Source: an optimization exercise on an open RTL-to-GDS flow (aim: small area). Production flows keep margins and buffers that such runs may drop.
In this exercise RTL edits were held to simulation tests only and were not proved equivalent to the original.

run A:
// primeFinder
module primeFinder(clk, SW, KEYS, LEDR, HEX0, HEX1, HEX2, HEX3, HEX4, HEX5);
Size in the first run: about 67 I/O pins, ~3400 µm² of cells after synthesis.
Settings: LEC_CHECK=0, ABC_AREA=1, ABC_CLOCK_PERIOD_IN_PS=25000, CAP_MARGIN=20, CORE_MARGIN=2, CORE_UTILIZATION=65, PLACE_DENSITY=0.75, SLEW_MARGIN=20; clock period 25.0 ns.
standard.sh (not shown) runs the stock make flow with config.mk's settings and CLKGATE_MAP_FILE= SYNTH_SCRIPT=/design/flow/synth_recipe.tcl, a recipe that flattens the netlist after the stock synthesis.
==> flow/flow/run.sh <==
#!/bin/bash
# Standard synthesis, then the combinational logic is re-mapped for area
# (flip-flops untouched), then the standard layout from floorplan on, with
# the smallest buffer on the ports. Each tool's output goes to its own log here.
set -euo pipefail
HERE=$(pwd)
R=$HERE/orfs/results/$FLOW_PLATFORM/primeFinder/base
bash standard.sh synth > std_synth.log 2>&1
cp $R/1_2_yosys.v $HERE/1_2_yosys.std.v
export RS_LIB=$FLOW_HOME/platforms/sky130hd/lib/sky130_fd_sc_hd__tt_025C_1v80.lib
export RS_SCRIPT=$HERE/flow/area.abc
export RS_IN=$HERE/1_2_yosys.std.v
export RS_OUT=$HERE/1_2_yosys.rs.v
export RS_STAT=$HERE/resynth_stat.txt
export RS_DONT_USE="$(cat $HERE/flow/dont_use.txt)"
yosys -c $HERE/flow/resynth.tcl > resynth.log 2>&1
cp $RS_OUT $R/1_2_yosys.v
rm -f $R/1_synth.odb $R/1_synth.sdc
bash standard.sh BUFFER_PORTS_ARGS="-buffer_cell sky130_fd_sc_hd__buf_1" CTS_ARGS="-sink_clustering_enable -sink_clustering_size 64 -sink_clustering_max_diameter 500 -buf_list sky130_fd_sc_hd__clkbuf_4 -root_buf sky130_fd_sc_hd__clkbuf_4 -dont_use_dummy_load -repair_clock_nets" finish > std_finish.log 2>&1
==> flow/flow/area.abc <==
strash
&get -n
&deepsyn -T 60
&put
dch -f
amap
==> flow/flow/resynth.tcl <==
# Re-map the combinational logic of a synthesized netlist for area; flip-flops kept as they are.
yosys -import
set lib $::env(RS_LIB)
set script $::env(RS_SCRIPT)
read_liberty -ignore_miss_func $lib
read_verilog $::env(RS_IN)
hierarchy -top primeFinder
# keep every flip-flop cell as it is (same instance, name and cell type)
foreach m [list sky130_fd_sc_hd__dfxtp_1 sky130_fd_sc_hd__dfxtp_2 sky130_fd_sc_hd__dfxtp_4 sky130_fd_sc_hd__edfxtp_1 sky130_fd_sc_hd__dfrtp_1 sky130_fd_sc_hd__dfstp_1] { if {[llength [tee -q -s result.string select -list =$m]]} { blackbox =$m } }
flatten
hierarchy -top primeFinder
opt -purge
set du {}
foreach c $::env(RS_DONT_USE) { lappend du -dont_use $c }
abc -script $script -liberty $lib {*}$du
opt_clean -purge
read_liberty -lib -overwrite $lib
hilomap -singleton -hicell sky130_fd_sc_hd__conb_1 HI -locell sky130_fd_sc_hd__conb_1 LO
splitnets
opt_clean -purge
tee -o $::env(RS_STAT) stat -liberty $lib
check -assert
write_verilog -noattr -nohex -nodec $::env(RS_OUT)
Other scripts of this flow, unchanged in this note and not shown: flow/flow/dont_use.txt
No stage failed in run A, and the final checks on the layout all came back clean.
Input changes introduced in run B (baseline for comparison: run A):
- clearing PLACE_DENSITY, which used to be 0.75
- swapping 65 for 40 in CORE_UTILIZATION
diff --git a/flow/flow/run.sh b/flow/flow/run.sh
--- a/flow/flow/run.sh
+++ b/flow/flow/run.sh
@@ -17,3 +17,3 @@
 cp $RS_OUT $R/1_2_yosys.v
 rm -f $R/1_synth.odb $R/1_synth.sdc
-bash standard.sh BUFFER_PORTS_ARGS="-buffer_cell sky130_fd_sc_hd__buf_1" CTS_ARGS="-sink_clustering_enable -sink_clustering_size 64 -sink_clustering_max_diameter 500 -buf_list sky130_fd_sc_hd__clkbuf_4 -root_buf sky130_fd_sc_hd__clkbuf_4 -dont_use_dummy_load -repair_clock_nets" finish > std_finish.log 2>&1
+bash standard.sh BUFFER_PORTS_ARGS="-buffer_cell sky130_fd_sc_hd__buf_1" CTS_ARGS="-sink_clustering_enable -sink_clustering_size 64 -sink_clustering_max_diameter 500 -buf_list sky130_fd_sc_hd__clkbuf_8 -root_buf sky130_fd_sc_hd__clkbuf_8 -dont_use_dummy_load -repair_clock_nets" finish > std_finish.log 2>&1
Results
Summary of run B over run A: post-route clock skew +19 ps; HPWL reported at the end of detailed placement +about 3%.
Run B ends up with a clock network latency to the later pin of the worst-skew pair that is 50 ps lower than in run A.
Run B: first-pass GRT wire length 100 µm above run A
Number of standard cells in the layout, taps in and fillers out: run B > run A
Run B against run A: final wirelength moved up, core area moved up.
The following lists how run C was set up differently from run B:
==> flow/flow/run.sh <==
#!/bin/bash
# Standard synthesis; then the combinational logic is re-mapped for area with a
# few ABC scripts (flip-flops untouched) and the smallest result is kept; then the
# standard layout from floorplan on, with the smallest buffer on the ports and a
# small clock tree. Each tool's output goes to its own log in this folder.
set -euo pipefail
HERE=$(pwd)
R=$HERE/orfs/results/$FLOW_PLATFORM/primeFinder/base
bash standard.sh synth > std_synth.log 2>&1
cp $R/1_2_yosys.v $HERE/1_2_yosys.std.v
export RS_LIB=$FLOW_HOME/platforms/sky130hd/lib/sky130_fd_sc_hd__tt_025C_1v80.lib
export RS_IN=$HERE/1_2_yosys.std.v
export RS_DONT_USE="$(cat $HERE/flow/dont_use.txt)"
for s in $HERE/flow/abc*.abc; do
  n=$(basename $s .abc)
  RS_SCRIPT=$s RS_OUT=$HERE/rs_$n.v RS_STAT=$HERE/rs_$n.stat \
    yosys -c $HERE/flow/resynth.tcl > resynth_$n.log 2>&1 &
done
wait
best=""; bestarea=""
for s in $HERE/flow/abc*.abc; do
  n=$(basename $s .abc)
  [ -f $HERE/rs_$n.v ] || continue
  a=$(awk '/Chip area/ {print $NF}' $HERE/rs_$n.stat)
  echo "$n $a" >> resynth_areas.txt
  if [ -z "$best" ] || awk -v a=$a -v b=$bestarea 'BEGIN{exit !(a<b)}'; then best=$n; bestarea=$a; fi
done
echo "chosen $best $bestarea" >> resynth_areas.txt
cp $HERE/rs_$best.v $R/1_2_yosys.v
rm -f $R/1_synth.odb $R/1_synth.sdc
bash standard.sh BUFFER_PORTS_ARGS="-buffer_cell sky130_fd_sc_hd__buf_1" CTS_ARGS="-sink_clustering_enable -sink_clustering_size 64 -sink_clustering_max_diameter 500 -buf_list sky130_fd_sc_hd__clkbuf_4 -root_buf sky130_fd_sc_hd__clkbuf_4 -dont_use_dummy_load -repair_clock_nets" finish > std_finish.log 2>&1
==> flow/flow/abc1.abc (new file) <==
strash
&get -n
&deepsyn -T 60
&put
dch -f
amap
==> flow/flow/abc2.abc (new file) <==
strash
&get -n
&deepsyn -T 30
&deepsyn -T 30 -S 3
&put
dch -f
amap
==> flow/flow/abc3.abc (new file) <==
strash
&get -n
&deepsyn -T 30
&deepsyn -T 30 -S 3
&put
dch -f
amap -m -F 2
==> flow/flow/abc4.abc (new file) <==
strash
dc2
&get -n
&deepsyn -T 30
&deepsyn -T 30 -S 3
&put
dch -f
amap
removed: flow/flow/area.abc
## What came out
- All of run B and run C finish clean.
- Status: overall fraction of global-route tracks in use parity (run B, run C)
- Changes observed in run C relative to run B: final cell utilization of the core down 0.60 points; relative max-transition margin increased 7.9 points.
- Route | run C vs run B | wire shorter in run C
- From run B to run C the numbers moved as follows: via count has decreased; total die area saw a decrease; setup slack after layout decreased by 290 ps relative to the old numbers.

static timing again, ports no longer ideal:
The flow's constraints put no driver on any port. The routed layouts listed below were extracted and timed again, unchanged, in two steps. Step 1 sets driving cells, clkbuf_16 on the clock port and buf_2 on the other inputs (assumed; they add their load-dependent delay and slew). Step 2 also shifts input and output timing later by t, the mid clock arrival at the registers, as if the neighbouring blocks saw the same clock. Three values: ideal, step 1, step 2; two values: the first two.
run	t, ns	setup slack, ns	worst register clock-pin slew, ns
run A	0.358	4.599 / 4.578 / 4.936	0.09 / 0.09
run B	0.303	4.764 / 4.738 / 5.041	0.08 / 0.08
run C	0.347	4.474 / 4.452 / 4.799	0.11 / 0.11
After both steps every run listed still meets setup and hold.
